What follows belongs to an exercise in optimizing a design on an open flow for small area, a short achievable clock period and few clock cycles; a production flow would make more cautious choices. In this exercise RTL edits were held to simulation tests only and were not proved equivalent to the original. Power and IR drop assume default switching activity.

==> flow/design.v, too long to show whole: its modules and the start of the top module <==
// module fib: 144 lines
// module fib_rom: 1458 lines
module fib (
        ap_clk,
        ap_rst,
        ap_start,
        ap_done,
        ap_idle,
        ap_ready,
        n,
        ap_return
);
  // ...
==> flow/flow/run.sh <==
#!/bin/bash
# The standard layout, with plain buffers (rather than delay cells) on the ports, and sizing free
# to change a cell's footprint so those buffers and the logic can be resized for timing.
set -euo pipefail
bash standard.sh \
  "BUFFER_PORTS_ARGS=-buffer_cell sky130_fd_sc_hd__buf_2" \
  MATCH_CELL_FOOTPRINT=0 \
  finish > standard_flow.log 2>&1
==> flow/standard.sh <==
#!/bin/bash
# synth_recipe.tcl (not shown) runs the flow's synth.tcl, then flattens the netlist and writes it again
# the make line also repeats each setting of config.mk as NAME=value (left out here)
make -C /OpenROAD-flow-scripts/flow DESIGN_CONFIG=/design/flow/config.mk WORK_HOME=/design/flow/orfs CLKGATE_MAP_FILE= SYNTH_SCRIPT=/design/flow/synth_recipe.tcl "${@:-finish}"
==> flow/config.mk <==
export PLATFORM = sky130hd
export DESIGN_NAME = fib
export DESIGN_NICKNAME = fib
export VERILOG_FILES = /design/flow/design.v
export SDC_FILE = /design/flow/constraint.sdc
export NUM_CORES = 4
export LEC_CHECK = 0
export ABC_AREA = 1
export CAP_MARGIN = 20
export CELL_PAD_IN_SITES_DETAIL_PLACEMENT = 1
export CELL_PAD_IN_SITES_GLOBAL_PLACEMENT = 2
export CORE_MARGIN = 2
export CORE_UTILIZATION = 30
export CTS_BUF_LIST = sky130_fd_sc_hd__clkbuf_8
export CTS_CLUSTER_SIZE = 15
export PLACE_DENSITY = 0.35
export SETUP_SLACK_MARGIN = 2.5
export SLEW_MARGIN = 20
==> flow/constraint.sdc <==
create_clock -name core_clock -period 4.5 [get_ports {ap_clk}]
set_input_delay 0.9000 -clock core_clock [delete_from_list [all_inputs] [get_ports {ap_clk}]]
set_output_delay 0.9000 -clock core_clock [all_outputs]
set_load 0.01 [all_outputs]
==> metrics.md, run 1 <==
| Metric | Value |
|---|---|
| Worst setup margin | `approximately 2100 ps` |
| M1 WL | `approximately 28 mm` |
| # port buffers | `101` |
| Largest family of logic cells by synthesized area | `simple AND/OR/NAND/NOR gates` |
| Gate power share | `~38%` |
| H-tree levels | `4` |
| Non-CTS buffers | `around 280` |
| Switching pwr | `0.00200 W` |
| Sequential portion of the cell area | `between 20% and 30%` |
| FF+latch count, synth | `approximately 170` |
| Area growth syn-to-layout | `52.7%` |
| Combinational power | `between 0.0015 and 0.002 W` |
| Commonest non-fill, non-tap cells in the layout | `nand2_1 (344), dfxtp_1 (153), buf_4 (121)` |
| Commonest non-fill, non-tap cell in the layout | `nand2_1` |
| Effective utilization at floorplan | `a little under a third` |
| Sink Count | `173` |
| Ys async rst share | `0%` |
| CP Launch Type | `input pin` |
| Top pwr grp | `registers` |
| Synth cell types | `45` |
| YS warnings | `1` |
| GP Congestion | `around 1.1` |
| Power Density | `about 320 mW/mm²` |
| Top Usage Layer GRT | `met2` |
| Maxcap violations | `0` |
| Final min period | `~2400 ps` |
| Inst Count DP | `~2000` |
| Post-CTS setup buffers | `73` |
| Synth Area in Adders | `about 3.3%` |
| Top flop regs | `a: 64 flops, b: 64 flops, r: 32 flops` |
| Slowest cell on the critical path | `nor2_4` |
| Switching Fraction | `between 40% and 50%` |
| Clock Skews | `around 17 ps` |
| Clk pin slew, worst setup/hold paths | `roughly 110 ps` |
| XOR/XNOR Fraction of Synth Area | `0%` |
| Pre-antenna DRT Iters | `6` |
| Area of the multi-input gates | `around 0.0073 mm²` |
| Setup slack, reg-to-reg | `~2500 ps` |
| Post-Route Utilization | `around 46%` |
| Crit path capture type | `flip-flop` |
| Status | `complete, no violations` |
Testbench counts, summed over its fixed seeds: cycles 1,024.
==> run 2: changes to the inputs <==
==> flow/flow/run.sh (replaced) <==
#!/bin/bash
# The standard layout, with plain buffers (rather than delay cells) on the ports, sizing free to
# change a cell's footprint, and no half/full-adder extraction in synthesis (the only adder is a
# 6-bit counter; extraction mostly turns XOR pairs of the table logic into half-adder cells).
set -euo pipefail
bash standard.sh \
  ADDER_MAP_FILE= \
  "BUFFER_PORTS_ARGS=-buffer_cell sky130_fd_sc_hd__buf_2" \
  MATCH_CELL_FOOTPRINT=0 \
  finish > standard_flow.log 2>&1
--- a/flow/config.mk
+++ b/flow/config.mk
@@ -12,7 +12,7 @@
 export CORE_MARGIN = 2
 export CORE_UTILIZATION = 30
 export CTS_BUF_LIST = sky130_fd_sc_hd__clkbuf_8
-export CTS_CLUSTER_SIZE = 15
+export CTS_CLUSTER_SIZE = 20
 export PLACE_DENSITY = 0.35
-export SETUP_SLACK_MARGIN = 2.5
+export SETUP_SLACK_MARGIN = 2.3
 export SLEW_MARGIN = 20
==> metrics.md, run 2 <==
| Metric | Value |
|---|---|
| Predominant post-synthesis flop cell | `dfxtp_1 (unchanged)` |
| FF+latch count, synth | `173 (unchanged)` |
| Vias after detailed routing | `12700 (was 13100)` |
| Crit path arrival time | `2780 ps (was 2890 ps)` |
| Gate power share | `32.5% (was 37.8%)` |
| Maxcap violations | `0 (unchanged)` |
| Switching pwr | `0.00185 W (was 0.00200 W)` |
| Met3 WL | `8.30 mm (was 8.23 mm)` |
| WL final | `69.2 mm (was 74.7 mm)` |
| Final setup viols | `0 (unchanged)` |
| DPL Wire Length | `51.4 mm (was 54.5 mm)` |
| CP Cell Sequence | `buf_12 -> inv_4 -> buf_8 -> nand2_2 -> nand2_8 -> inv_2 -> nand2_1 -> buf_6 -> a32oi_1 -> nand2_1 -> nand2_1 -> nand2_1 (was buf_12 -> buf_12 -> ha_4 -> nor2_4 -> inv_1 -> o21ai_1 -> nand3_1 -> nand4_1 -> o21ai_0 -> nor2_1)` |
| H-tree levels | `4 (unchanged)` |
| Hold_buf cts | `0 (unchanged)` |
| Pin count of the biggest net entering global routing | `70 (was 60)` |
| Avg Synthesized Cell Area | `6.32 µm² (was 6.49 µm²)` |
| Metal2 WL | `27.9 mm (was 30.8 mm)` |
| Reg2Reg Depth | `2 (was 5)` |
| Top-area cell type share of the netlist area | `37.3% (was 36.0%)` |
| Int Pwr | `0.00265 W (was 0.00272 W)` |
| Clock tree buffer depth | `2 (unchanged)` |
| Initial antenna violation count | `6 (was 1)` |
| GP Congestion | `1.15 (was 1.09)` |
| Worst hold stages | `0 (unchanged)` |
| Final min period | `2350 ps (was 2430 ps)` |
| Most frequent CP cell | `nand2_1 (was buf_12)` |
| Nets@finish | `1700 (was 1756)` |
| Placed cell area | `0.0107 mm² (was 0.0109 mm²)` |
| IO Count | `102 (unchanged)` |
| Top layer in use | `met5 (unchanged)` |
| Crit-path leading delay family | `buffers and inverters (was simple AND/OR/NAND/NOR gates)` |
| CP required | `4930 ps (was 4960 ps)` |
| First-pass GRT wire length | `95.5 mm (was 103 mm)` |
| Tightest Pin Transition | `1160 ps (was 980 ps)` |
| Period utilisation layout | `52.2% (was 54.0%)` |
| Worst hold slack | `323 ps (was 316 ps)` |
| Effective utilization at floorplan | `30.3% (was 30.4%)` |
| Std-Cell Rows | `64 (was 65)` |
| Synthesized instance count | `1460 (was 1474)` |
| CTS tree | `yes (unchanged)` |
| CP Launch Type | `input pin (unchanged)` |
| Number of cells on the critical path | `12 (was 10)` |
| Slowest cell on the critical path | `a32oi_1 (was nor2_4)` |
| CP Buf/Inv Count | `5 (was 3)` |
| Commonest non-fill, non-tap cells in the layout | `nand2_1 (389), dfxtp_1 (170), nand3_1 (144) (was nand2_1 (344), dfxtp_1 (153), buf_4 (121))` |
| Post-route cell area | `0.0129 mm² (was 0.0146 mm²)` |
| Overflow after GRT | `0 (unchanged)` |
| Total power | `0.00450 W (was 0.00473 W)` |
| Critical path class | `input pin to flip-flop (unchanged)` |
| Number of remaining DRC errors | `0 (unchanged)` |
| Worst setup margin | `2150 ps (was 2070 ps)` |
| Slew Viols, Final | `0 (unchanged)` |
| Crit Path Max Fanout | `15 (was 11)` |
| DR iter-0 viols | `1722 (was 1745)` |
| Synth area leaders | `dfxtp_1 (37%), nand2_1 (19%), nand3_1 (8.8%), o21ai_0 (6.2%), nor2_1 (5.5%) (was dfxtp_1 (36%), nand2_1 (17%), nand3_1 (8.2%), o21ai_0 (6.1%), nor2_1 (5.3%))` |
| Power Density | `349 mW/mm² (was 324 mW/mm²)` |
| Unrepaired setup endpoints after global routing | `true (unchanged)` |
| Hold Crit Class | `flip-flop to flip-flop (unchanged)` |
| Share of cells above drive strength 1 | `30.9% (was 42.1%)` |
| Leak | `6.10 nW (was 6.52 nW)` |
| Sink Count | `173 (unchanged)` |
| Seq/Total Area, Yosys | `37.6% (was 36.3%)` |
| CTS root buffer | `clkbuf_8 (unchanged)` |
| Slew HR | `22.1% (was 34.7%)` |
| Post-synth EDFFs | `1 (unchanged)` |
| VDD IR-drop max | `453 µV (was 357 µV)` |
| Detail-routed via count per cell | `6.12 (was 6.19)` |
| Clock Power Share | `27.1% (was 23.7%)` |
| DR WL/cell | `33.3 µm (was 35.4 µm)` |
| Switching Fraction | `41.2% (was 42.4%)` |
| CTS buffer count | `17 (unchanged)` |
| Status | `complete, no violations (unchanged)` |
| Final hold vios | `0 (unchanged)` |
| Peak Freq | `426 MHz (was 411 MHz)` |
| Clock Latency Late Sink | `530 ps (about the same)` |
| Vias in the first global route | `12300 (was 13000)` |
| Sequential share of power | `40.4% (was 38.5%)` |
| Setup tns final | `0 ps (unchanged)` |
| M1 WL | `25.9 mm (was 28.3 mm)` |
| Commonest non-fill, non-tap cell in the layout | `nand2_1 (unchanged)` |
| Synth top cells by count | `nand2_1 (465), dfxtp_1 (172), nand3_1 (162) (was nand2_1 (434), dfxtp_1 (172), nand3_1 (157))` |
| Overall global routing resource usage | `41.8% (was 45.1%)` |
| Die Area | `0.0322 mm² (was 0.0334 mm²)` |
| YS warnings | `1 (unchanged)` |
| Post-synth top area cell | `dfxtp_1 (unchanged)` |
| Clock Skews | `21.6 ps (was 17.3 ps)` |
| Most frequent cell after synthesis | `nand2_1 (unchanged)` |
| Die width | `179 µm (was 183 µm)` |
| Die Ht | `179 µm (was 183 µm)` |
| CP max stage delay | `470 ps (was 280 ps)` |
| Pre-antenna DRT Iters | `7 (was 6)` |
| # port buffers | `101 (unchanged)` |
| Fillers | `3861 (was 3875)` |
| Synth Cell Area | `0.00923 mm² (was 0.00957 mm²)` |
| Top flop regs | `a: 64 flops, b: 64 flops, r: 32 flops (unchanged)` |
| Clk pin slew, worst setup/hold paths | `110 ps (about the same)` |
| Placement Setup Slack | `913 ps (was 839 ps)` |
| Synth cell types | `43 (was 45)` |
| Area growth syn-to-layout | `39.7% (was 52.7%)` |
| Post-DRT Antenna Nets | `0 (unchanged)` |
| Ys async rst share | `0% (unchanged)` |
| Core box area | `0.0304 mm² (was 0.0315 mm²)` |
| Syn_nets | `1495 (was 1534)` |
| Crit path capture type | `flip-flop (unchanged)` |
-- run 2: timing repair --
| item | CTS | global route |
|---|---|---|
| endpoints found under the setup margin | 66 | 60 |
| endpoints found under the hold margin | 0 | 0 |
| pin swaps | 9 | 36 |
| buffers inserted | 15 | 41 |
| cloned | 0 | 2 |
| gates resized for setup | 192 | 171 |
-- run 2: logic make-up (layout without fill, tap and decap cells) --
| kind of cell | Yosys count | count (layout) | synth area share (%) |
|---|---|---|---|
| AND/OR/NAND/NOR | 826 | 826 | 37.5 |
| AO/OA/AOI/OAI | 275 | 275 | 16.8 |
| buffers and inverters | 184 | 402 | 7.95 |
| flip-flops | 173 | 173 | 37.6 |
| XOR/XNOR | 2 | 2 | 0.190 |
| other | 0 | 2 | 0 |
-- run 2: final cells by class --
| type | instances | area, µm² | area share [%] |
|---|---|---|---|
| multi-input cells | 1103 | 5990 | 46.4 |
| flip-flops and latches | 173 | 3480 | 27.0 |
| repair buffers | 254 | 2000 | 15.5 |
| clock inverters | 15 | 219 | 1.70 |
| clock buffers | 17 | 234 | 1.81 |
| diodes | 2 | 5.00 | 0.0388 |
| inverters | 116 | 487 | 3.77 |
| well taps | 396 | 495 | 3.84 |
-- run 2: power by group through the flow --
stage,logic (W),registers [W],clock network [W]
floorplan,0.000536,0.00185,0
detailed placement,0.00117,0.00185,0
global placement,0.00119,0.00185,0
global route,0.00150,0.00184,0.00129
finish,0.00146,0.00182,0.00122
CTS,0.00126,0.00182,0.00124
-- run 2: final timing paths --
| path | endpoint | start | slack [ps] |
|---|---|---|---|
| max | a[47] | n[0] | 2150 |
| max reg2reg | r[0] | busy | 2380 |
| min reg2reg | b[57] | b[58] | 320 |
| min | b[57] | b[58] | 320 |
-- run 2: metal layers --
layer  up-vias  GRT usage [%]
met5         -              0
li1       5253              -
met3       366           14.6
met4         4           31.1
met2      1001           60.9
met1      6089           50.8
-- run 2: worst reg2reg max path, cell delays in order, from the launching register on --
cell	delay, ps
dfxtp_4	700
buf_6	490
o21ai_0	640
-- run 2: through the flow --
stage	utilization [%]	std cells
6_report	42.4	2076
3_5_place_dp	35.1	1984
4_1_cts	39.0	2031
5_1_grt	42.4	2074
2_1_floorplan	-	1460
3_3_place_gp	35.1	1984
==> run 3: changes to the inputs <==
--- a/flow/config.mk
+++ b/flow/config.mk
@@ -13,6 +13,6 @@
 export CORE_UTILIZATION = 30
 export CTS_BUF_LIST = sky130_fd_sc_hd__clkbuf_8
 export CTS_CLUSTER_SIZE = 20
-export PLACE_DENSITY = 0.35
+export PLACE_DENSITY = 0.42
 export SETUP_SLACK_MARGIN = 2.3
 export SLEW_MARGIN = 20
==> metrics.md, run 3 <==
| Metric | Value |
|---|---|
| Inst Count DP | `1984 (unchanged)` |
| Switching Fraction | `41.2% (unchanged)` |
| Synth cell types | `43 (unchanged)` |
| Synthesized instance count | `1460 (unchanged)` |
| Setup tns final | `0 ps (unchanged)` |
| Post-synth EDFFs | `1 (unchanged)` |
| Seq/Total Area, Yosys | `37.6% (unchanged)` |
| Peak Freq | `426 MHz (unchanged)` |
| Crit path arrival time | `2780 ps (about the same)` |
| Period utilisation layout | `52.2% (unchanged)` |
| CTS root buffer | `clkbuf_8 (unchanged)` |
| Clock tree buffer depth | `2 (unchanged)` |
| Metal2 WL | `27.9 mm (unchanged)` |
| Vias after detailed routing | `12700 (unchanged)` |
| First-pass GRT wire length | `95.5 mm (unchanged)` |
| Nets@finish | `1700 (unchanged)` |
| Status | `complete, no violations (unchanged)` |
| Std-Cell Rows | `64 (unchanged)` |
| Core box area | `0.0304 mm² (unchanged)` |
| GP Congestion | `1.15 (unchanged)` |
| Synth top cells by count | `nand2_1 (465), dfxtp_1 (172), nand3_1 (162) (unchanged)` |
| Predominant post-synthesis flop cell | `dfxtp_1 (unchanged)` |
| Switching pwr | `0.00185 W (unchanged)` |
| Slew Viols, Final | `0 (unchanged)` |
| Final setup viols | `0 (unchanged)` |
| M1 WL | `25.9 mm (unchanged)` |
| Effective utilization at floorplan | `30.3% (unchanged)` |
| Post-Layout Cell Count | `2076 (unchanged)` |
| FF+latch count, synth | `173 (unchanged)` |
| DR WL/cell | `33.3 µm (unchanged)` |
| Post-DRT Antenna Nets | `0 (unchanged)` |
| Top layer in use | `met5 (unchanged)` |
| Critical path class | `input pin to flip-flop (unchanged)` |
| Die width | `179 µm (unchanged)` |
| IO Count | `102 (unchanged)` |
| Slew HR | `22.1% (unchanged)` |
| VDD IR-drop max | `453 µV (unchanged)` |
| Overflow after GRT | `0 (unchanged)` |
| Initial antenna violation count | `6 (unchanged)` |
| CTS tree | `yes (unchanged)` |
| Area growth syn-to-layout | `39.7% (unchanged)` |
| Int Pwr | `0.00265 W (unchanged)` |
| Avg Synthesized Cell Area | `6.32 µm² (unchanged)` |
| Gate power share | `32.5% (about the same)` |
| Power Density | `349 mW/mm² (unchanged)` |
| # port buffers | `101 (unchanged)` |
| Hold Crit Class | `flip-flop to flip-flop (unchanged)` |
| Clock Latency Late Sink | `530 ps (about the same)` |
| Clock Skews | `21.6 ps (unchanged)` |
| Vias in the first global route | `12300 (unchanged)` |
| Sink Count | `173 (unchanged)` |
| Met3 WL | `8.30 mm (unchanged)` |
| Leak | `6.10 nW (unchanged)` |
| CP Launch Type | `input pin (unchanged)` |
| WL final | `69.2 mm (unchanged)` |
| Number of remaining DRC errors | `0 (unchanged)` |
| Syn_nets | `1495 (unchanged)` |
| Final hold vios | `0 (unchanged)` |
| Share of cells above drive strength 1 | `30.9% (unchanged)` |
| Tightest Pin Transition | `1160 ps (unchanged)` |
| Top flop regs | `a: 64 flops, b: 64 flops, r: 32 flops (unchanged)` |
| Synth Cell Area | `0.00923 mm² (unchanged)` |
| Overall global routing resource usage | `41.8% (unchanged)` |
| Post-synth top area cell | `dfxtp_1 (unchanged)` |
| Clk pin slew, worst setup/hold paths | `110 ps (about the same)` |
| CP required | `4930 ps (about the same)` |
| Clock Power Share | `27.1% (about the same)` |
| Maxcap violations | `0 (unchanged)` |
| Sequential share of power | `40.4% (about the same)` |
| Synth area leaders | `dfxtp_1 (37%), nand2_1 (19%), nand3_1 (8.8%), o21ai_0 (6.2%), nor2_1 (5.5%) (unchanged)` |
| H-tree levels | `4 (unchanged)` |
| Die Area | `0.0322 mm² (unchanged)` |
| Commonest non-fill, non-tap cells in the layout | `nand2_1 (389), dfxtp_1 (170), nand3_1 (144) (unchanged)` |
| Crit Path Max Fanout | `15 (unchanged)` |
| Top-area cell type share of the netlist area | `37.3% (unchanged)` |
| Die Ht | `179 µm (unchanged)` |
| Pin count of the biggest net entering global routing | `70 (unchanged)` |
| YS warnings | `1 (unchanged)` |
| Most frequent cell after synthesis | `nand2_1 (unchanged)` |
| DPL Wire Length | `51.4 mm (unchanged)` |
| Crit path capture type | `flip-flop (unchanged)` |
| Final min period | `2350 ps (unchanged)` |
| Unrepaired setup endpoints after global routing | `true (unchanged)` |
| Worst hold slack | `323 ps (unchanged)` |
| Ys async rst share | `0% (unchanged)` |
| Pre-antenna DRT Iters | `7 (unchanged)` |
| Detail-routed via count per cell | `6.12 (unchanged)` |
| DR iter-0 viols | `1722 (unchanged)` |
| Post-Route Utilization | `42.4% (unchanged)` |
| Commonest non-fill, non-tap cell in the layout | `nand2_1 (unchanged)` |
| CTS buffer count | `17 (unchanged)` |
-- run 3: per-stage QoR --
stage	cell area (µm²)	power, W	setup WS [ps]
3_3_place_gp	10700	0.00304	892
5_1_grt	12900	0.00464	2180
6_report	12900	0.00450	2150
3_5_place_dp	10700	0.00303	913
2_1_floorplan	9240	0.00238	2310
4_1_cts	11900	0.00433	2210
-- run 3: what timing repair did --
| item | CTS | global route |
|---|---|---|
| gates cloned | 0 | 2 |
| resized for setup | 192 | 171 |
| hold buffers | 0 | 0 |
| pin swaps | 9 | 36 |
| setup endpoints to repair | 66 | 60 |
| buffers inserted | 15 | 41 |
-- run 3: cells by family (layout without fill, tap and decap cells) --
logic type,Yosys count,count (layout),synth area share [%]
other cells,0,2,0
simple gates,826,826,37.5
xor+xnor,2,2,0.190
buf+inv,184,402,7.95
flops,173,173,37.6
compound gates,275,275,16.8
-- run 3: critical path, stage by stage --
cell     delay (ps)
buf_12          180
inv_4            90
buf_8           160
nand2_2         130
nand2_8         100
inv_2           160
nand2_1         110
buf_6           160
a32oi_1         470
nand2_1         160
nand2_1          90
nand2_1          40
-- run 3: final timing paths --
kind / startpoint / cells past startpoint / slack (ps) / end
max: n[0] / 12 / 2150 / a[47]
min: b[58] / 0 / 320 / b[57]
max reg2reg: busy / 2 / 2380 / r[0]
min reg2reg: b[58] / 0 / 320 / b[57]
-- run 3: power by group through the flow --
stage          registers [W]  logic (W)  clock network, W
2_1_floorplan        0.00185   0.000536                 0
6_report             0.00182    0.00146           0.00122
3_5_place_dp         0.00185    0.00117                 0
3_3_place_gp         0.00185    0.00119                 0
5_1_grt              0.00184    0.00150           0.00129
4_1_cts              0.00182    0.00126           0.00124
-- run 3: per-layer routing --
layer | GRT usage (%) | up-vias
li1 | - | 5253
met2 | 60.9 | 1001
met3 | 14.6 | 366
met4 | 31.1 | 4
met1 | 50.8 | 6089
met5 | 0 | -
-- run 3: cell type report --
cell class / count / area, µm²
well taps: 396 / 495
flip-flops and latches: 173 / 3480
diodes: 2 / 5.00
repair buffers: 254 / 2000
inverters: 116 / 487
multi-input cells: 1103 / 5990
fillers: 3861 / 17500
clock inverters: 15 / 219
clock buffers: 17 / 234
==> run 4: changes to the inputs <==
--- a/flow/config.mk
+++ b/flow/config.mk
@@ -13,6 +13,6 @@
 export CORE_UTILIZATION = 30
 export CTS_BUF_LIST = sky130_fd_sc_hd__clkbuf_8
 export CTS_CLUSTER_SIZE = 20
-export PLACE_DENSITY = 0.42
-export SETUP_SLACK_MARGIN = 2.3
+export PLACE_DENSITY = 0.35
+export SETUP_SLACK_MARGIN = 1.95
 export SLEW_MARGIN = 20
==> metrics.md, run 4 <==
| Metric | Value |
|---|---|
| Pin count of the biggest net entering global routing | `70 (unchanged)` |
| GP Congestion | `1.14 (was 1.15)` |
| Nets@finish | `1668 (was 1700)` |
| Leak | `5.67 nW (was 6.10 nW)` |
| CTS tree | `yes (unchanged)` |
| Post-Layout Cell Count | `2043 (was 2076)` |
| Synth Area in Adders | `0% (unchanged)` |
| First-pass GRT wire length | `96.8 mm (was 95.5 mm)` |
| Maxcap violations | `0 (unchanged)` |
| Die Area | `0.0322 mm² (unchanged)` |
| Crit Reg-Reg Startpoint | `busy (unchanged)` |
| Hold path start | `b[43] (was b[58])` |
| DR WL/cell | `33.9 µm (was 33.3 µm)` |
| Core box area | `0.0304 mm² (unchanged)` |
| Clock Skews | `29.6 ps (was 21.6 ps)` |
| Seq/Total Area, Yosys | `37.6% (unchanged)` |
| Crit path from | `n[1] (was n[0])` |
| FF+latch count, synth | `173 (unchanged)` |
| Status | `complete, no violations (unchanged)` |
| Tightest Pin Transition | `823 ps (was 1160 ps)` |
| Hold_buf cts | `0 (unchanged)` |
| Vias in the first global route | `12400 (was 12300)` |
| Top flop regs | `a: 64 flops, b: 64 flops, r: 32 flops (unchanged)` |
| Crit path capture type | `flip-flop (unchanged)` |
| Largest family of logic cells by synthesized area | `simple AND/OR/NAND/NOR gates (unchanged)` |
| Final hold vios | `0 (unchanged)` |
| Unrepaired setup endpoints after global routing | `true (unchanged)` |
| DR iter-0 viols | `1748 (was 1722)` |
| Peak Freq | `362 MHz (was 426 MHz)` |
| Top-area cell type share of the netlist area | `37.3% (unchanged)` |
| Reg2Reg Depth | `7 (was 2)` |
| Slew Viols, Final | `0 (unchanged)` |
| Critical path class | `input pin to flip-flop (unchanged)` |
| Crit path arrival time | `3170 ps (was 2780 ps)` |
| Crit Path Max Fanout | `11 (was 15)` |
| Power Density | `371 mW/mm² (was 349 mW/mm²)` |
| Setup slack, reg-to-reg | `2230 ps (was 2380 ps)` |
| Setup tns final | `0 ps (unchanged)` |
| Die width | `179 µm (unchanged)` |
| Overall global routing resource usage | `42.7% (was 41.8%)` |
| DPL Wire Length | `52.9 mm (was 51.4 mm)` |
| Synth area leaders | `dfxtp_1 (37%), nand2_1 (19%), nand3_1 (8.8%), o21ai_0 (6.2%), nor2_1 (5.5%) (unchanged)` |
| CP required | `4910 ps (was 4930 ps)` |
| CP max stage delay | `390 ps (was 470 ps)` |
| Final min period | `2760 ps (was 2350 ps)` |
| Share of cells above drive strength 1 | `19.7% (was 30.9%)` |
| Clock tree buffer depth | `2 (unchanged)` |
| Ys async rst share | `0% (unchanged)` |
| Number of remaining DRC errors | `0 (unchanged)` |
| Overflow after GRT | `0 (unchanged)` |
| Pre-antenna DRT Iters | `6 (was 7)` |
| Effective utilization at floorplan | `30.3% (unchanged)` |
| Synth Area in Compound Gates | `16.8% (unchanged)` |
| IO Count | `102 (unchanged)` |
| Commonest non-fill, non-tap cells in the layout | `nand2_1 (449), dfxtp_1 (171), nand3_1 (161) (was nand2_1 (389), dfxtp_1 (170), nand3_1 (144))` |
| Synth top cells by count | `nand2_1 (465), dfxtp_1 (172), nand3_1 (162) (unchanged)` |
| WL final | `69.3 mm (was 69.2 mm)` |
| Initial antenna violation count | `3 (was 6)` |
| Synth cell types | `43 (unchanged)` |
| Predominant post-synthesis flop cell | `dfxtp_1 (unchanged)` |
| Most frequent cell after synthesis | `nand2_1 (unchanged)` |
| Std-Cell Rows | `64 (unchanged)` |
| Most frequent CP cell | `buf_4 (was nand2_1)` |
| Commonest non-fill, non-tap cell in the layout | `nand2_1 (unchanged)` |
| Mux share of post-synthesis cell area | `0% (unchanged)` |
| Die Ht | `179 µm (unchanged)` |
| Detail-routed via count per cell | `6.09 (was 6.12)` |
| CP Cell Sequence | `buf_2 -> buf_4 -> nor2_1 -> buf_4 -> nand2_1 -> inv_1 -> nor2_4 -> nand3_1 -> a21oi_1 -> buf_4 -> o21ai_0 (was buf_12 -> inv_4 -> buf_8 -> nand2_2 -> nand2_8 -> inv_2 -> nand2_1 -> buf_6 -> a32oi_1 -> nand2_1 -> nand2_1 -> nand2_1)` |
| Clock Latency Late Sink | `540 ps (was 530 ps)` |
| Area growth syn-to-layout | `24.5% (was 39.7%)` |
| Worst hold stages | `0 (unchanged)` |
| Clk pin slew, worst setup/hold paths | `110 ps (about the same)` |
| Slowest cell on the critical path | `a21oi_1 (was a32oi_1)` |
| Post-DRT Antenna Nets | `0 (unchanged)` |
| Syn_nets | `1495 (unchanged)` |
| Final setup viols | `0 (unchanged)` |
| Hold Crit Class | `flip-flop to flip-flop (unchanged)` |
| Post-synth top area cell | `dfxtp_1 (unchanged)` |
| H-tree levels | `4 (unchanged)` |
| Inst Count DP | `2003 (was 1984)` |
| YS warnings | `1 (unchanged)` |
| Sink Count | `173 (unchanged)` |
| Vias after detailed routing | `12400 (was 12700)` |
| CTS root buffer | `clkbuf_8 (unchanged)` |
| XOR/XNOR Fraction of Synth Area | `0.190% (unchanged)` |
| VDD IR-drop max | `244 µV (was 453 µV)` |
| CTS buffer count | `17 (unchanged)` |
| Synthesized instance count | `1460 (unchanged)` |
| # port buffers | `101 (unchanged)` |
| Period utilisation layout | `61.4% (was 52.2%)` |
| Avg Synthesized Cell Area | `6.32 µm² (unchanged)` |
| Slew HR | `45.1% (was 22.1%)` |
| Synth Cell Area | `0.00923 mm² (unchanged)` |
| Simple-gate area share of the yosys netlist | `37.5% (unchanged)` |
| Post-synth EDFFs | `1 (unchanged)` |
| CP Launch Type | `input pin (unchanged)` |
-- run 4: cell counts after synthesis --
No cell type changed its count.
-- run 4: kinds of logic after synthesis --
family,count (synthesis)
buffers and inverters,184
XOR/XNOR,2
AND/OR/NAND/NOR,826
flip-flops,173
AO/OA/AOI/OAI,275
-- run 4: metal layers --
metal	up-vias	share of wire, %	track usage [%]
met1	5943	38	51.5
li1	5174	-	-
met3	340	13	16.1
met4	6	10	34.5
met2	969	39	60.3
met5	-	0.19	0
-- run 4: power by group --
| group | internal [W] | switching (W) | leakage [nW] |
|---|---|---|---|
| Sequential | 0.00172 | 0.000104 | 1.45 |
| Clock | 0.000447 | 0.000682 | 0.193 |
| Combinational | 0.000364 | 0.000952 | 4.03 |
| Total | 0.00253 | 0.00174 | 5.67 |
-- run 4: cell type report --
| type | count | area [µm²] |
|---|---|---|
| diodes | 2 | 5.00 |
| clock buffers | 17 | 234 |
| clock inverters | 14 | 133 |
| fillers | 4018 | 18900 |
| inverters | 116 | 449 |
| multi-input cells | 1103 | 5190 |
| flip-flops and latches | 173 | 3480 |
| well taps | 396 | 495 |
| repair buffers | 222 | 1510 |
-- run 4: metrics by stage --
stage	utilization, %	instance area, µm²	setup WS (ps)	power, W	hold WS [ps]
final	37.8	11500	1740	0.00426	312
after global routing	37.8	11500	1790	0.00440	333
after CTS	37.2	11300	1770	0.00419	318
after detailed placement	35.6	10800	808	0.00306	313
after global placement	35.6	10800	669	0.00307	313
after floorplan	-	9230	2280	0.00238	310
-- run 4: worst paths after layout --
check	end
setup / recovery	a[44]
hold / removal	b[42]
setup reg to reg	a[7]
hold reg to reg	b[42]
-- run 4: repair_timing --
action,CTS,global route
pin swaps,0,2
buffers inserted,1,6
setup endpoints to repair,39,39
resized for setup,28,40
-- run 4: worst max-delay path, delay by kind of cell --
kind                   cells  cell delay (ps)
buffers and inverters      5             1020
AND/OR/NAND/NOR            4              770
AO/OA/AOI/OAI              2              450
==> run 5: changes to the inputs <==
--- a/flow/config.mk
+++ b/flow/config.mk
@@ -12,7 +12,7 @@
 export CORE_MARGIN = 2
 export CORE_UTILIZATION = 30
 export CTS_BUF_LIST = sky130_fd_sc_hd__clkbuf_8
-export CTS_CLUSTER_SIZE = 20
+export CTS_CLUSTER_SIZE = 16
 export PLACE_DENSITY = 0.35
-export SETUP_SLACK_MARGIN = 1.95
+export SETUP_SLACK_MARGIN = 2.1
 export SLEW_MARGIN = 20
==> metrics.md, run 5 <==
| Metric | Value |
|---|---|
| Detail-routed via count per cell | `6.13 (was 6.09)` |
| Die Ht | `179 µm (unchanged)` |
| YS warnings | `1 (unchanged)` |
| Largest family of logic cells by synthesized area | `simple AND/OR/NAND/NOR gates (unchanged)` |
| Period utilisation layout | `55.9% (was 61.4%)` |
| Number of remaining DRC errors | `0 (unchanged)` |
| DR iter-0 viols | `1943 (was 1748)` |
| Switching pwr | `0.00176 W (was 0.00174 W)` |
| Power Density | `364 mW/mm² (was 371 mW/mm²)` |
| Sequential share of power | `42.2% (was 42.7%)` |
| VDD IR-drop max | `245 µV (was 244 µV)` |
| Pre-antenna DRT Iters | `8 (was 6)` |
| Slew Viols, Final | `0 (unchanged)` |
| Simple-gate area share of the yosys netlist | `37.5% (unchanged)` |
| Placement Setup Slack | `808 ps (unchanged)` |
| Effective utilization at floorplan | `30.3% (unchanged)` |
| Hold_buf cts | `0 (unchanged)` |
| Core box area | `0.0304 mm² (unchanged)` |
| Int Pwr | `0.00255 W (was 0.00253 W)` |
| Final min period | `2520 ps (was 2760 ps)` |
| N_diodes | `0 (was 2)` |
| Reg2Reg Depth | `6 (was 7)` |
| FF+latch count, synth | `173 (unchanged)` |
| Leak | `5.76 nW (was 5.67 nW)` |
| Slowest cell on the critical path | `a21oi_2 (was a21oi_1)` |
| Crit Reg-Reg Startpoint | `busy (unchanged)` |
| Post-synth EDFFs | `1 (unchanged)` |
| Clock Power Share | `26.1% (was 26.5%)` |
| Fillers | `3975 (was 4018)` |
| Share of cells above drive strength 1 | `23.1% (was 19.7%)` |
| Worst r2r dst | `a[37] (was a[7])` |
| Synth Area in Adders | `0% (unchanged)` |
| Predominant post-synthesis flop cell | `dfxtp_1 (unchanged)` |
| Clock tree buffer depth | `2 (unchanged)` |
| Gate power share | `31.7% (was 30.8%)` |
| XOR/XNOR Fraction of Synth Area | `0.190% (unchanged)` |
| First-pass GRT wire length | `97.6 mm (was 96.8 mm)` |
| Vias after detailed routing | `12500 (was 12400)` |
| Nets@finish | `1674 (was 1668)` |
| Final setup viols | `0 (unchanged)` |
| DR WL/cell | `34.2 µm (was 33.9 µm)` |
| Die Area | `0.0322 mm² (unchanged)` |
| Mux share of post-synthesis cell area | `0% (unchanged)` |
| CTS tree | `yes (unchanged)` |
| Worst hold slack | `314 ps (was 312 ps)` |
| Tightest Pin Transition | `814 ps (was 823 ps)` |
| Crit path to | `a[44] (unchanged)` |
| Worst setup margin | `1980 ps (was 1740 ps)` |
| Overflow after GRT | `0 (unchanged)` |
| Crit path capture type | `flip-flop (unchanged)` |
| Status | `complete, no violations (unchanged)` |
| Synthesized instance count | `1460 (unchanged)` |
| Sink Count | `173 (unchanged)` |
| Most frequent cell after synthesis | `nand2_1 (unchanged)` |
| Crit path arrival time | `2930 ps (was 3170 ps)` |
| Maxcap violations | `0 (unchanged)` |
| Synth Cell Area | `0.00923 mm² (unchanged)` |
| Post-Route Utilization | `38.9% (was 37.8%)` |
| Slew HR | `45.7% (was 45.1%)` |
| CP required | `4910 ps (about the same)` |
| Std-Cell Rows | `64 (unchanged)` |
| CP Launch Type | `input pin (unchanged)` |
| IO Count | `102 (unchanged)` |
| Ys async rst share | `0% (unchanged)` |
| Post-synth top area cell | `dfxtp_1 (unchanged)` |
| Syn_nets | `1495 (unchanged)` |
| Peak Freq | `397 MHz (was 362 MHz)` |
| Top-area cell type share of the netlist area | `37.3% (unchanged)` |
| Area growth syn-to-layout | `28.4% (was 24.5%)` |
| Setup slack, reg-to-reg | `2300 ps (was 2230 ps)` |
| Commonest non-fill, non-tap cells in the layout | `nand2_1 (435), dfxtp_1 (171), nand3_1 (153) (was nand2_1 (449), dfxtp_1 (171), nand3_1 (161))` |
| Register area | `0.00348 mm² (unchanged)` |
| Placed cell area | `0.0108 mm² (unchanged)` |
| Hold Crit Class | `flip-flop to flip-flop (unchanged)` |
| Clock Latency Late Sink | `530 ps (was 540 ps)` |
| Critical path class | `input pin to flip-flop (unchanged)` |
| CP max stage delay | `270 ps (was 390 ps)` |
| Synth cell types | `43 (unchanged)` |
| Area of the multi-input gates | `0.00544 mm² (was 0.00519 mm²)` |
| Setup tns final | `0 ps (unchanged)` |
| # port buffers | `101 (unchanged)` |
| Crit Path Max Fanout | `11 (unchanged)` |
| Synth Area in Compound Gates | `16.8% (unchanged)` |
| Post-DRT Antenna Nets | `0 (unchanged)` |
| Overall global routing resource usage | `43.2% (was 42.7%)` |
| Unrepaired setup endpoints after global routing | `true (unchanged)` |
| CTS buffer count | `17 (unchanged)` |
| Synth top cells by count | `nand2_1 (465), dfxtp_1 (172), nand3_1 (162) (unchanged)` |
| Vias in the first global route | `12400 (about the same)` |
| Avg Synthesized Cell Area | `6.32 µm² (unchanged)` |
| Initial antenna violation count | `4 (was 3)` |
| GP Congestion | `1.14 (unchanged)` |
| CTS root buffer | `clkbuf_8 (unchanged)` |
| Post-route cell area | `0.0119 mm² (was 0.0115 mm²)` |
| Synth area leaders | `dfxtp_1 (37%), nand2_1 (19%), nand3_1 (8.8%), o21ai_0 (6.2%), nor2_1 (5.5%) (unchanged)` |
| DPL Wire Length | `52.9 mm (unchanged)` |
| Clk pin slew, worst setup/hold paths | `110 ps (about the same)` |
| Crit path from | `n[1] (unchanged)` |
| Die width | `179 µm (unchanged)` |
| Clock Skews | `28.0 ps (was 29.6 ps)` |
| Final hold vios | `0 (unchanged)` |
| Top flop regs | `a: 64 flops, b: 64 flops, r: 32 flops (unchanged)` |
| WL final | `70.1 mm (was 69.3 mm)` |
| Seq/Total Area, Yosys | `37.6% (unchanged)` |
| Commonest non-fill, non-tap cell in the layout | `nand2_1 (unchanged)` |
| H-tree levels | `4 (unchanged)` |
| Pin count of the biggest net entering global routing | `70 (unchanged)` |
| CP Cell Sequence | `clkbuf_4 -> buf_6 -> nand2_2 -> buf_4 -> nand2_1 -> nand2_1 -> nor2_4 -> nand3_1 -> a21oi_2 -> buf_4 -> o21ai_0 (was buf_2 -> buf_4 -> nor2_1 -> buf_4 -> nand2_1 -> inv_1 -> nor2_4 -> nand3_1 -> a21oi_1 -> buf_4 -> o21ai_0)` |
| Switching Fraction | `40.9% (was 40.8%)` |
==> run 5: changes by cell type in the layout (fill, tap and decap cells not counted), sizes merged <==
cell      previous run  this run
buf                221       225
clkinvlp             4         8
clkbuf              18        20
clkinv               6         4
diode                2         0
inv                119       117
==> run 5: cell type report <==
cell class                      count  share of cell area [%]
Timing Repair Buffer              228                    13.5
Clock inverter                     14                    1.12
Inverter                          116                    3.98
Tap cell                          396                    4.18
Sequential cell                   173                    29.3
Clock buffer                       17                    1.97
Multi-Input combinational cell   1103                    45.9
==> run 5: logic make-up (layout without fill, tap and decap cells) <==
family	Yosys count	in the layout
AND/OR/NAND/NOR	826	826
AO/OA/AOI/OAI	275	275
buffers and inverters	184	375
flip-flops	173	173
XOR/XNOR	2	2
==> run 5: how the worst min path moves through the flow <==
stage                     startpoint    end  slack [ps]  cells past startpoint
final                          b[43]  b[42]         310                      0
after global routing           b[43]  b[42]         330                      0
after CTS                      b[43]  b[42]         320                      0
after detailed placement       b[26]  b[25]         310                      0
after global placement         b[38]  b[37]         310                      0
after floorplan                 b[1]   b[0]         310                      0
==> run 5: routing by layer <==
| layer | part of all wire [%] | vias to the layer above | track usage, % |
|---|---|---|---|
| met3 | 13 | 371 | 17.4 |
| met2 | 39 | 1049 | 60.5 |
| li1 | - | 5199 | - |
| met1 | 37 | 5922 | 52.4 |
| met5 | 0.033 | - | 0 |
| met4 | 9.9 | 4 | 33.3 |
==> run 5: what timing repair did <==
action                                  in CTS  in global routing
endpoints found under the setup margin      54                 47
pin swaps                                    1                  6
endpoints found under the hold margin        0                  0
cloned                                       1                  0
resized for setup                           71                 87
setup buffers                                5                  7
==> run 5: worst max-delay path, delay by kind of cell <==
family,cells,cell delay [ps]
compound gates,2,330
buf+inv,4,840
simple gates,5,840
==> run 5: through the flow <==
step	total power, W	cells
detailed placement	0.00306	2003
floorplan	0.00238	1460
CTS	0.00421	2040
global placement	0.00307	2003
finish	0.00431	2047
global route	0.00445	2047
==> run 5: power by group through the flow <==
stage / clock network (W) / registers, W / logic (W)
floorplan: 0 / 0.00185 / 0.000535
global placement: 0 / 0.00185 / 0.00122
detailed placement: 0 / 0.00185 / 0.00120
CTS: 0.00114 / 0.00182 / 0.00125
global route: 0.00120 / 0.00184 / 0.00140
finish: 0.00113 / 0.00182 / 0.00137
==> run 6: changes to the inputs <==
--- a/flow/config.mk
+++ b/flow/config.mk
@@ -12,7 +12,8 @@
 export CORE_MARGIN = 2
 export CORE_UTILIZATION = 30
 export CTS_BUF_LIST = sky130_fd_sc_hd__clkbuf_8
-export CTS_CLUSTER_SIZE = 16
+export CTS_CLUSTER_SIZE = 20
+export GPL_ROUTABILITY_DRIVEN = 0
 export PLACE_DENSITY = 0.35
 export SETUP_SLACK_MARGIN = 2.1
 export SLEW_MARGIN = 20
==> metrics.md, run 6 <==
| Metric | Value |
|---|---|
| IO Count | `102 (unchanged)` |
| YS warnings | `1 (unchanged)` |
| Crit Path Max Fanout | `17 (was 11)` |
| Synthesized instance count | `1460 (unchanged)` |
| Crit path from | `n[1] (unchanged)` |
| Crit-path leading delay family | `simple AND/OR/NAND/NOR gates (was buffers and inverters)` |
| CTS buffer count | `17 (unchanged)` |
| Crit path capture type | `flip-flop (unchanged)` |
| Number of remaining DRC errors | `0 (unchanged)` |
| CP Buf/Inv Count | `4 (unchanged)` |
| Post-DRT Antenna Nets | `0 (unchanged)` |
| DPL Wire Length | `46.9 mm (was 52.9 mm)` |
| Area of the multi-input gates | `0.00539 mm² (was 0.00544 mm²)` |
| Unrepaired setup endpoints after global routing | `true (unchanged)` |
| Post-synth top area cell | `dfxtp_1 (unchanged)` |
| CP Launch Type | `input pin (unchanged)` |
| Initial antenna violation count | `7 (was 4)` |
| Core box area | `0.0304 mm² (unchanged)` |
| Register area | `0.00348 mm² (unchanged)` |
| Most frequent cell after synthesis | `nand2_1 (unchanged)` |
| Clock tree buffer depth | `2 (unchanged)` |
| Sink Count | `173 (unchanged)` |
| Predominant post-synthesis flop cell | `dfxtp_1 (unchanged)` |
| Clock Skews | `20.3 ps (was 28.0 ps)` |
| Final hold vios | `0 (unchanged)` |
| Slowest cell on the critical path | `nand2_1 (was a21oi_2)` |
| Final setup viols | `0 (unchanged)` |
| Switching pwr | `0.00173 W (was 0.00176 W)` |
| # port buffers | `101 (unchanged)` |
| Total power | `0.00428 W (was 0.00431 W)` |
| Slew HR | `44.0% (was 45.7%)` |
| Switching Fraction | `40.5% (was 40.9%)` |
| Post-synth EDFFs | `1 (unchanged)` |
| Std-Cell Rows | `64 (unchanged)` |
| Commonest non-fill, non-tap cell in the layout | `nand2_1 (unchanged)` |
| Final min period | `2630 ps (was 2520 ps)` |
| Pin count of the biggest net entering global routing | `70 (unchanged)` |
| Effective utilization at floorplan | `30.3% (unchanged)` |
| Placed cell area | `0.0105 mm² (was 0.0108 mm²)` |
| Area growth syn-to-layout | `25.4% (was 28.4%)` |
| Overall global routing resource usage | `40.0% (was 43.2%)` |
| Crit path arrival time | `3040 ps (was 2930 ps)` |
| Sequential share of power | `42.4% (was 42.2%)` |
| Leak | `5.59 nW (was 5.76 nW)` |
| Peak Freq | `380 MHz (was 397 MHz)` |
| Die Ht | `179 µm (unchanged)` |
| Crit Reg-Reg Startpoint | `busy (unchanged)` |
| Pre-antenna DRT Iters | `12 (was 8)` |
| Critical path class | `input pin to flip-flop (unchanged)` |
| WL final | `65.5 mm (was 70.1 mm)` |
| Clock Latency Late Sink | `520 ps (was 530 ps)` |
| Detail-routed via count per cell | `6.16 (was 6.13)` |
| Maxcap violations | `0 (unchanged)` |
| First-pass GRT wire length | `91.8 mm (was 97.6 mm)` |
| CTS tree | `yes (unchanged)` |
| Top flop regs | `a: 64 flops, b: 64 flops, r: 32 flops (unchanged)` |
| Synth cell types | `43 (unchanged)` |
| Synth Cell Area | `0.00923 mm² (unchanged)` |
| Vias after detailed routing | `12400 (was 12500)` |
| FF+latch count, synth | `173 (unchanged)` |
| Vias in the first global route | `12100 (was 12400)` |
| Hold Crit Class | `flip-flop to flip-flop (unchanged)` |
| VDD IR-drop max | `309 µV (was 245 µV)` |
| Share of cells above drive strength 1 | `20.7% (was 23.1%)` |
| Synth area leaders | `dfxtp_1 (37%), nand2_1 (19%), nand3_1 (8.8%), o21ai_0 (6.2%), nor2_1 (5.5%) (unchanged)` |
| Fillers | `3945 (was 3975)` |
| Seq/Total Area, Yosys | `37.6% (unchanged)` |
| Setup tns final | `0 ps (unchanged)` |
| H-tree levels | `4 (unchanged)` |
| Int Pwr | `0.00255 W (about the same)` |
| CP required | `4900 ps (was 4910 ps)` |
| Nets@finish | `1634 (was 1674)` |
| Clk pin slew, worst setup/hold paths | `100 ps (was 110 ps)` |
| Post-route cell area | `0.0116 mm² (was 0.0119 mm²)` |
| Clock Power Share | `27.3% (was 26.1%)` |
| Worst hold slack | `326 ps (was 314 ps)` |
| Synth top cells by count | `nand2_1 (465), dfxtp_1 (172), nand3_1 (162) (unchanged)` |
| Die width | `179 µm (unchanged)` |
| Avg Synthesized Cell Area | `6.32 µm² (unchanged)` |
| Syn_nets | `1495 (unchanged)` |
| Top-area cell type share of the netlist area | `37.3% (unchanged)` |
| CP max stage delay | `460 ps (was 270 ps)` |
| Overflow after GRT | `0 (unchanged)` |
| Status | `complete, no violations (unchanged)` |
| DR WL/cell | `32.6 µm (was 34.2 µm)` |
| Die Area | `0.0322 mm² (unchanged)` |
| Commonest non-fill, non-tap cells in the layout | `nand2_1 (439), dfxtp_1 (171), nand3_1 (155) (was nand2_1 (435), dfxtp_1 (171), nand3_1 (153))` |
| Ys async rst share | `0% (unchanged)` |
| Power Density | `370 mW/mm² (was 364 mW/mm²)` |
| Slew Viols, Final | `0 (unchanged)` |
| Period utilisation layout | `58.5% (was 55.9%)` |
| CP Cell Sequence | `buf_2 -> buf_12 -> nor2_1 -> buf_4 -> nand2_1 -> inv_1 -> nor2_2 -> nand2_1 -> nand2_2 -> nand3_1 -> a21oi_1 -> nor2_1 (was clkbuf_4 -> buf_6 -> nand2_2 -> buf_4 -> nand2_1 -> nand2_1 -> nor2_4 -> nand3_1 -> a21oi_2 -> buf_4 -> o21ai_0)` |
| DR iter-0 viols | `1562 (was 1943)` |
| CTS root buffer | `clkbuf_8 (unchanged)` |
| Hold path start | `b[37] (was b[43])` |
| Tightest Pin Transition | `840 ps (was 814 ps)` |
| Gate power share | `30.3% (was 31.7%)` |
-- run 6: cell counts after synthesis --
No cell type changed its count.
-- run 6: kinds of logic after synthesis --
| kind of cell | share of synthesized area [%] |
|---|---|
| compound gates | 16.8 |
| xor+xnor | 0.190 |
| buf+inv | 7.95 |
| simple gates | 37.5 |
| flops | 37.6 |
-- run 6: final timing paths --
check,cells past startpoint,endpoint,slack [ps]
worst max register to register,3,r[0],2460
worst min-delay path,0,b[36],330
worst max-delay path,12,a[15],1870
worst min register to register,0,b[36],330
-- run 6: worst reg2reg max path: stages (launching register included) --
cell and delay, ps:
dfxtp_4 690, buf_4 540, nand2_1 250, o21ai_0 370
-- run 6: area by class of cell --
class                           count  share of cell area (%)
Tap cell                          396                    4.28
Sequential cell                   173                    30.0
Multi-Input combinational cell   1103                    46.5
Antenna cell                        3                  0.0649
Clock inverter                     15                    1.68
Inverter                          116                    4.12
Timing Repair Buffer              188                    11.3
Clock buffer                       17                    2.02
-- run 6: power by group through the flow --
| stage | Combinational [W] | Sequential (W) | Clock, W |
|---|---|---|---|
| final | 0.00130 | 0.00182 | 0.00117 |
| after global placement | 0.00114 | 0.00186 | 0 |
| after floorplan | 0.000535 | 0.00185 | 0 |
| after CTS | 0.00114 | 0.00182 | 0.00122 |
| after global routing | 0.00134 | 0.00184 | 0.00127 |
| after detailed placement | 0.00112 | 0.00186 | 0 |
-- run 6: per-layer routing --
layer  wire [µm]  vias to the layer above  GRT usage [%]
li1            -                     5129              -
met1       24400                     5832           48.5
met2       25500                     1076           54.9
met3        9580                      336           18.0
met4        5920                       10           30.6
met5          98                        -              0
-- run 6: metrics by stage --
| stage | setup WS, ps | utilization, % | cells |
|---|---|---|---|
| 2_1_floorplan | 2280 | - | 1460 |
| 3_3_place_gp | 872 | 34.5 | 1958 |
| 3_5_place_dp | 954 | 34.5 | 1958 |
| 4_1_cts | 2050 | 36.5 | 1993 |
| 5_1_grt | 1950 | 38.0 | 2009 |
| 6_report | 1870 | 38.0 | 2011 |
-- run 6: what timing repair did --
action                                  in CTS  in global routing
pin swaps                                    0                 10
hold buffers                                 0                  0
endpoints found under the setup margin      57                 45
cloned                                       0                  1
setup buffers                                3                 14
resized for setup                           48                 95
==> run 7: changes to the inputs <==
--- a/flow/config.mk
+++ b/flow/config.mk
@@ -13,7 +13,6 @@
 export CORE_UTILIZATION = 30
 export CTS_BUF_LIST = sky130_fd_sc_hd__clkbuf_8
 export CTS_CLUSTER_SIZE = 20
-export GPL_ROUTABILITY_DRIVEN = 0
 export PLACE_DENSITY = 0.35
 export SETUP_SLACK_MARGIN = 2.1
 export SLEW_MARGIN = 20
==> metrics.md, run 7 <==
| Metric | Value |
|---|---|
| Post-synth EDFFs | `1 (unchanged)` |
| Post-route cell area | `0.0119 mm² (was 0.0116 mm²)` |
| Vias in the first global route | `12400 (was 12100)` |
| Synth area leaders | `dfxtp_1 (37%), nand2_1 (19%), nand3_1 (8.8%), o21ai_0 (6.2%), nor2_1 (5.5%) (unchanged)` |
| Overflow after GRT | `0 (unchanged)` |
| Synth Cell Area | `0.00923 mm² (unchanged)` |
| First-pass GRT wire length | `97.6 mm (was 91.8 mm)` |
| Tightest Pin Transition | `814 ps (was 840 ps)` |
| Synth cell types | `43 (unchanged)` |
| Met2 usage | `60.5% (was 54.9%)` |
| CTS buffer count | `17 (unchanged)` |
| Predominant post-synthesis flop cell | `dfxtp_1 (unchanged)` |
| N_diodes | `0 (was 3)` |
| Placed cell area | `0.0108 mm² (was 0.0105 mm²)` |
| Die width | `179 µm (unchanged)` |
| Crit path arrival time | `2930 ps (was 3040 ps)` |
| Synth Area in Adders | `0% (unchanged)` |
| Post-Route Utilization | `38.9% (was 38.0%)` |
| Largest family of logic cells by synthesized area | `simple AND/OR/NAND/NOR gates (unchanged)` |
| Hold Crit Class | `flip-flop to flip-flop (unchanged)` |
| FF+latch count, synth | `173 (unchanged)` |
| VDD IR-drop max | `245 µV (was 309 µV)` |
| Crit path capture type | `flip-flop (unchanged)` |
| CTS root buffer | `clkbuf_8 (unchanged)` |
| Mux share of post-synthesis cell area | `0% (unchanged)` |
| Most frequent cell after synthesis | `nand2_1 (unchanged)` |
| Status | `complete, no violations (unchanged)` |
| GR Layer Usage met1 | `52.4% (was 48.5%)` |
| Clock Skews | `28.0 ps (was 20.3 ps)` |
| Synth Area in Compound Gates | `16.8% (unchanged)` |
| Final setup viols | `0 (unchanged)` |
| Slew Viols, Final | `0 (unchanged)` |
| DR WL/cell | `34.2 µm (was 32.6 µm)` |
| Top flop regs | `a: 64 flops, b: 64 flops, r: 32 flops (unchanged)` |
| Vias after detailed routing | `12500 (was 12400)` |
| IO Count | `102 (unchanged)` |
| Synthesized instance count | `1460 (unchanged)` |
| Slew HR | `45.7% (was 44.0%)` |
| # port buffers | `101 (unchanged)` |
| Setup tns final | `0 ps (unchanged)` |
| Number of remaining DRC errors | `0 (unchanged)` |
| Top Usage Layer GRT | `met2 (unchanged)` |
| Commonest non-fill, non-tap cell in the layout | `nand2_1 (unchanged)` |
| Pre-antenna DRT Iters | `8 (was 12)` |
| Ys async rst share | `0% (unchanged)` |
| Post-synth top area cell | `dfxtp_1 (unchanged)` |
| YS warnings | `1 (unchanged)` |
| Peak Freq | `397 MHz (was 380 MHz)` |
| Share of cells above drive strength 1 | `23.1% (was 20.7%)` |
| Core box area | `0.0304 mm² (unchanged)` |
| Pin count of the biggest net entering global routing | `70 (unchanged)` |
| Leak | `5.76 nW (was 5.59 nW)` |
| Maxcap violations | `0 (unchanged)` |
| Clk pin slew, worst setup/hold paths | `110 ps (was 100 ps)` |
| Crit Path Max Fanout | `11 (was 17)` |
| Commonest non-fill, non-tap cells in the layout | `nand2_1 (435), dfxtp_1 (171), nand3_1 (153) (was nand2_1 (439), dfxtp_1 (171), nand3_1 (155))` |
| Clock tree buffer depth | `2 (unchanged)` |
| Std-Cell Rows | `64 (unchanged)` |
| DPL Wire Length | `52.9 mm (was 46.9 mm)` |
| Final min period | `2520 ps (was 2630 ps)` |
| WL final | `70.1 mm (was 65.5 mm)` |
| Syn_nets | `1495 (unchanged)` |
| Post-DRT Antenna Nets | `0 (unchanged)` |
| Die Area | `0.0322 mm² (unchanged)` |
| CTS tree | `yes (unchanged)` |
| GP Congestion | `1.14` |
| Period utilisation layout | `55.9% (was 58.5%)` |
| Synth top cells by count | `nand2_1 (465), dfxtp_1 (172), nand3_1 (162) (unchanged)` |
| XOR/XNOR Fraction of Synth Area | `0.190% (unchanged)` |
| Nets@finish | `1674 (was 1634)` |
| DR iter-0 viols | `1943 (was 1562)` |
| Worst hold slack | `314 ps (was 326 ps)` |
| CP required | `4910 ps (was 4900 ps)` |
| Met3 Use GR | `17.4% (was 18.0%)` |
| Unrepaired setup endpoints after global routing | `true (unchanged)` |
| Avg Synthesized Cell Area | `6.32 µm² (unchanged)` |
| Power Density | `364 mW/mm² (was 370 mW/mm²)` |
| Detail-routed via count per cell | `6.13 (was 6.16)` |
| Overall global routing resource usage | `43.2% (was 40.0%)` |
| Inst Count DP | `2003 (was 1958)` |
| Effective utilization at floorplan | `30.3% (unchanged)` |
| Critical path class | `input pin to flip-flop (unchanged)` |
| Sink Count | `173 (unchanged)` |
| Die Ht | `179 µm (unchanged)` |
| Final hold vios | `0 (unchanged)` |
| Area growth syn-to-layout | `28.4% (was 25.4%)` |
| CP Launch Type | `input pin (unchanged)` |
| Top-area cell type share of the netlist area | `37.3% (unchanged)` |
| H-tree levels | `4 (unchanged)` |
| Post-Layout Cell Count | `2047 (was 2011)` |
| Seq/Total Area, Yosys | `37.6% (unchanged)` |
| Initial antenna violation count | `4 (was 7)` |
| Simple-gate area share of the yosys netlist | `37.5% (unchanged)` |
| Clock Latency Late Sink | `530 ps (was 520 ps)` |
-- run 7: critical path, stage by stage --
cell and delay, ps:
clkbuf_4 240, buf_6 230, nand2_2 100, buf_4 210, nand2_1 140, nand2_1 210
nor2_4 260, nand3_1 130, a21oi_2 270, buf_4 160, o21ai_0 60
-- run 7: through the flow --
stage | setup WS (ps) | power (W)
3_3_place_gp | 669 | 0.00307
6_report | 1980 | 0.00431
3_5_place_dp | 808 | 0.00306
2_1_floorplan | 2280 | 0.00238
4_1_cts | 2020 | 0.00421
5_1_grt | 2020 | 0.00445
-- run 7: power by group --
group	leakage (nW)	total, W	internal [W]	switching, W
sequential	1.45	0.00182	0.00172	0.000104
combinational	4.12	0.00137	0.000384	0.000982
clock	0.193	0.00113	0.000447	0.000679
total	5.76	0.00431	0.00255	0.00176
-- run 7: timing repair --
item	CTS	global route
cloned	1	0
gates resized for setup	71	87
pin swaps	1	6
buffers inserted	5	7
hold buffers	0	0
endpoints found under the setup margin	54	47
hold endpoints to repair	0	0
-- run 7: cells by family after synthesis --
kind of cell,count (synthesis)
xor+xnor,2
buf+inv,184
compound gates,275
flops,173
simple gates,826
-- run 7: metal layers --
metal	vias up	wire length, µm
met5	-	23
met4	4	6950
met3	371	9320
met2	1049	27600
met1	5922	26200
li1	5199	-
-- run 7: final cells by class --
class                      instances  area (µm²)
tap                              396         495
multi-input combinational       1103        5440
sequential                       173        3480
fill                            3975       18600
clock inverter                    14         133
clock buffer                      17         234
timing repair buffer             228        1600
inverter                         116         472
-- run 7: worst paths after layout --
check / from / endpoint / slack (ps) / cells after the start
setup / recovery: n[1] / a[44] / 1980 / 11
hold / removal: b[43] / b[42] / 310 / 0
setup reg to reg: busy / a[37] / 2300 / 6
hold reg to reg: b[43] / b[42] / 310 / 0
==> run 8: changes to the inputs <==
--- a/flow/config.mk
+++ b/flow/config.mk
@@ -6,7 +6,7 @@
 export NUM_CORES = 4
 export LEC_CHECK = 0
 export ABC_AREA = 1
-export CAP_MARGIN = 20
+export CAP_MARGIN = 5
 export CELL_PAD_IN_SITES_DETAIL_PLACEMENT = 1
 export CELL_PAD_IN_SITES_GLOBAL_PLACEMENT = 2
 export CORE_MARGIN = 2
@@ -15,4 +15,4 @@
 export CTS_CLUSTER_SIZE = 20
 export PLACE_DENSITY = 0.35
 export SETUP_SLACK_MARGIN = 2.1
-export SLEW_MARGIN = 20
+export SLEW_MARGIN = 5
==> metrics.md, run 8 <==
| Metric | Value |
|---|---|
| Worst r2r dst | `a[37] (unchanged)` |
| IO Count | `102 (unchanged)` |
| Slew HR | `45.7% (unchanged)` |
| FF+latch count, synth | `173 (unchanged)` |
| Worst hold slack | `314 ps (unchanged)` |
| Clk pin slew, worst setup/hold paths | `110 ps (about the same)` |
| Int Pwr | `0.00255 W (unchanged)` |
| Synth Cell Area | `0.00923 mm² (unchanged)` |
| GP Congestion | `1.14 (unchanged)` |
| YS warnings | `1 (unchanged)` |
| Post-DRT Antenna Nets | `0 (unchanged)` |
| Nets@finish | `1674 (unchanged)` |
| H-tree levels | `4 (unchanged)` |
| Synth area leaders | `dfxtp_1 (37%), nand2_1 (19%), nand3_1 (8.8%), o21ai_0 (6.2%), nor2_1 (5.5%) (unchanged)` |
| Seq/Total Area, Yosys | `37.6% (unchanged)` |
| Gate power share | `31.7% (about the same)` |
| Core box area | `0.0304 mm² (unchanged)` |
| Setup slack, reg-to-reg | `2300 ps (about the same)` |
| Slew Viols, Final | `0 (unchanged)` |
| Synth cell types | `43 (unchanged)` |
| Power Density | `364 mW/mm² (unchanged)` |
| CP Cell Sequence | `clkbuf_4 -> buf_6 -> nand2_2 -> buf_4 -> nand2_1 -> nand2_1 -> nor2_4 -> nand3_1 -> a21oi_2 -> buf_4 -> o21ai_0 (unchanged)` |
| Leak | `5.76 nW (unchanged)` |
| Die Area | `0.0322 mm² (unchanged)` |
| Tightest Pin Transition | `814 ps (unchanged)` |
| CTS root buffer | `clkbuf_8 (unchanged)` |
| Die Ht | `179 µm (unchanged)` |
| Initial antenna violation count | `4 (unchanged)` |
| Number of remaining DRC errors | `0 (unchanged)` |
| Area growth syn-to-layout | `28.4% (unchanged)` |
| Commonest non-fill, non-tap cell in the layout | `nand2_1 (unchanged)` |
| DR iter-0 viols | `1943 (unchanged)` |
| Maxcap violations | `0 (unchanged)` |
| Fillers | `3975 (unchanged)` |
| Sequential share of power | `42.2% (about the same)` |
| Avg Synthesized Cell Area | `6.32 µm² (unchanged)` |
| Detail-routed via count per cell | `6.13 (unchanged)` |
| Status | `complete, no violations (unchanged)` |
| CTS tree | `yes (unchanged)` |
| Top-area cell type share of the netlist area | `37.3% (unchanged)` |
| Commonest non-fill, non-tap cells in the layout | `nand2_1 (435), dfxtp_1 (171), nand3_1 (153) (unchanged)` |
| Crit path from | `n[1] (unchanged)` |
| CTS buffer count | `17 (unchanged)` |
| Final min period | `2520 ps (unchanged)` |
| Switching Fraction | `40.9% (unchanged)` |
| N_diodes | `0 (unchanged)` |
| Worst hold stages | `0 (unchanged)` |
| Crit Reg-Reg Startpoint | `busy (unchanged)` |
| Reg2Reg Depth | `6 (unchanged)` |
| Effective utilization at floorplan | `30.3% (unchanged)` |
| VDD IR-drop max | `245 µV (unchanged)` |
| Std-Cell Rows | `64 (unchanged)` |
| Most frequent cell after synthesis | `nand2_1 (unchanged)` |
| Clock tree buffer depth | `2 (unchanged)` |
| WL final | `70.1 mm (unchanged)` |
| Peak Freq | `397 MHz (unchanged)` |
| Crit path to | `a[44] (unchanged)` |
| Unrepaired setup endpoints after global routing | `true (unchanged)` |
| Final setup viols | `0 (unchanged)` |
| Clock Latency Late Sink | `530 ps (about the same)` |
| DPL Wire Length | `52.9 mm (unchanged)` |
| Hold_buf cts | `0 (unchanged)` |
| Crit Path Max Fanout | `11 (unchanged)` |
| Syn_nets | `1495 (unchanged)` |
| Vias in the first global route | `12400 (unchanged)` |
| Period utilisation layout | `55.9% (unchanged)` |
| DR WL/cell | `34.2 µm (unchanged)` |
| Crit path arrival time | `2930 ps (about the same)` |
| Clock Power Share | `26.1% (about the same)` |
| Overall global routing resource usage | `43.2% (unchanged)` |
| Switching pwr | `0.00176 W (unchanged)` |
| Crit path capture type | `flip-flop (unchanged)` |
| Synthesized instance count | `1460 (unchanged)` |
| CP required | `4910 ps (about the same)` |
| Die width | `179 µm (unchanged)` |
| # port buffers | `101 (unchanged)` |
| Slowest cell on the critical path | `a21oi_2 (unchanged)` |
| First-pass GRT wire length | `97.6 mm (unchanged)` |
| Clock Skews | `28.0 ps (unchanged)` |
| Share of cells above drive strength 1 | `23.1% (unchanged)` |
| CP Launch Type | `input pin (unchanged)` |
| Post-synth top area cell | `dfxtp_1 (unchanged)` |
| Hold Crit Class | `flip-flop to flip-flop (unchanged)` |
| Vias after detailed routing | `12500 (unchanged)` |
| Ys async rst share | `0% (unchanged)` |
| Post-Route Utilization | `38.9% (unchanged)` |
| Predominant post-synthesis flop cell | `dfxtp_1 (unchanged)` |
| Synth top cells by count | `nand2_1 (465), dfxtp_1 (172), nand3_1 (162) (unchanged)` |
| Critical path class | `input pin to flip-flop (unchanged)` |
| Overflow after GRT | `0 (unchanged)` |
| Post-synth EDFFs | `1 (unchanged)` |
| Pin count of the biggest net entering global routing | `70 (unchanged)` |
| CP max stage delay | `270 ps (about the same)` |
| Setup tns final | `0 ps (unchanged)` |
| Top flop regs | `a: 64 flops, b: 64 flops, r: 32 flops (unchanged)` |
| Final hold vios | `0 (unchanged)` |
| Sink Count | `173 (unchanged)` |
| Pre-antenna DRT Iters | `8 (unchanged)` |
==> run 8: how the worst min path moves through the flow <==
stage | slack [ps] | to | startpoint
2_1_floorplan | 310 | b[0] | b[1]
3_3_place_gp | 310 | b[37] | b[38]
3_5_place_dp | 310 | b[25] | b[26]
4_1_cts | 320 | b[42] | b[43]
5_1_grt | 330 | b[42] | b[43]
6_report | 310 | b[42] | b[43]
==> run 8: area by class of cell <==
class	instances	area (µm²)	area share [%]
flip-flops and latches	173	3480	29.3
clock buffers	17	234	1.97
repair buffers	228	1600	13.5
inverters	116	472	3.98
well taps	396	495	4.18
clock inverters	14	133	1.12
multi-input cells	1103	5440	45.9
==> run 8: logic make-up (layout without fill, tap and decap cells) <==
family                 count (synthesis)  count (layout)  synth area share [%]
buffers and inverters                184             375                  7.95
XOR/XNOR                               2               2                 0.190
flip-flops                           173             173                  37.6
AO/OA/AOI/OAI                        275             275                  16.8
AND/OR/NAND/NOR                      826             826                  37.5
==> run 8: power groups by stage <==
stage / logic (W) / registers, W / clock network (W)
6_report: 0.00137 / 0.00182 / 0.00113
5_1_grt: 0.00140 / 0.00184 / 0.00120
4_1_cts: 0.00125 / 0.00182 / 0.00114
3_5_place_dp: 0.00120 / 0.00185 / 0
3_3_place_gp: 0.00122 / 0.00185 / 0
2_1_floorplan: 0.000535 / 0.00185 / 0
==> run 8: stage by stage <==
| stage | instance area [µm²] | setup WS (ps) | total power, W | instances |
|---|---|---|---|---|
| 2_1_floorplan | 9230 | 2280 | 0.00238 | 1460 |
| 3_3_place_gp | 10800 | 669 | 0.00307 | 2003 |
| 3_5_place_dp | 10800 | 808 | 0.00306 | 2003 |
| 4_1_cts | 11500 | 2020 | 0.00421 | 2040 |
| 5_1_grt | 11900 | 2020 | 0.00445 | 2047 |
| 6_report | 11900 | 1980 | 0.00431 | 2047 |
==> run 8: critical path: cells and delay by family <==
kind | cells | cell delay, ps
buffers and inverters | 4 | 840
AOI/OAI and AO/OA | 2 | 330
and+or+nand+nor | 5 | 840
==> run 8: metal layers <==
| metal | part of all wire [%] | global-route usage, % | wire length (µm) | vias to the layer above |
|---|---|---|---|---|
| li1 | - | - | - | 5199 |
| met1 | 37 | 52.4 | 26200 | 5922 |
| met2 | 39 | 60.5 | 27600 | 1049 |
| met3 | 13 | 17.4 | 9320 | 371 |
| met4 | 9.9 | 33.3 | 6950 | 4 |
| met5 | 0.033 | 0 | 23 | - |
==> run 8: what timing repair did <==
action,in CTS,in global routing
setup buffers,5,7
gates cloned,1,0
setup endpoints to repair,54,47
resized for setup,71,87
pin swaps,1,6

[afterwards: timing with drivers on the ports]
In the flow no input, the clock included, has a driving cell. The finished layouts below were timed again as built, in two steps. Step 1 sets driving cells, clkbuf_16 on the clock port and buf_2 on the other inputs (assumed; they add their load-dependent delay and slew). Step 2 also shifts input and output timing later by t, the mid clock arrival at the registers, as if the neighbouring blocks saw the same clock. a / b / c = no drivers / after step 1 / after step 2; a / b = the first two.
run | t (ns) | slack for setup (ns) | slew at the worst register clock pin (ns)
run 1 | 0.571 | 2.069 / 2.064 / 1.493 | 0.11 / 0.11
run 2 | 0.567 | 2.152 / 2.140 / 1.573 | 0.12 / 0.12
run 3 | 0.567 | 2.152 / 2.140 / 1.573 | 0.12 / 0.12
run 4 | 0.574 | 1.735 / 1.755 / 1.181 | 0.13 / 0.13
run 5 | 0.567 | 1.983 / 1.994 / 1.427 | 0.12 / 0.12
run 6 | 0.557 | 1.865 / 1.886 / 1.329 | 0.12 / 0.12
run 7 | 0.567 | 1.983 / 1.994 / 1.427 | 0.12 / 0.12
run 8 | 0.567 | 1.983 / 1.994 / 1.427 | 0.12 / 0.12
After both steps every run listed still meets setup and hold.
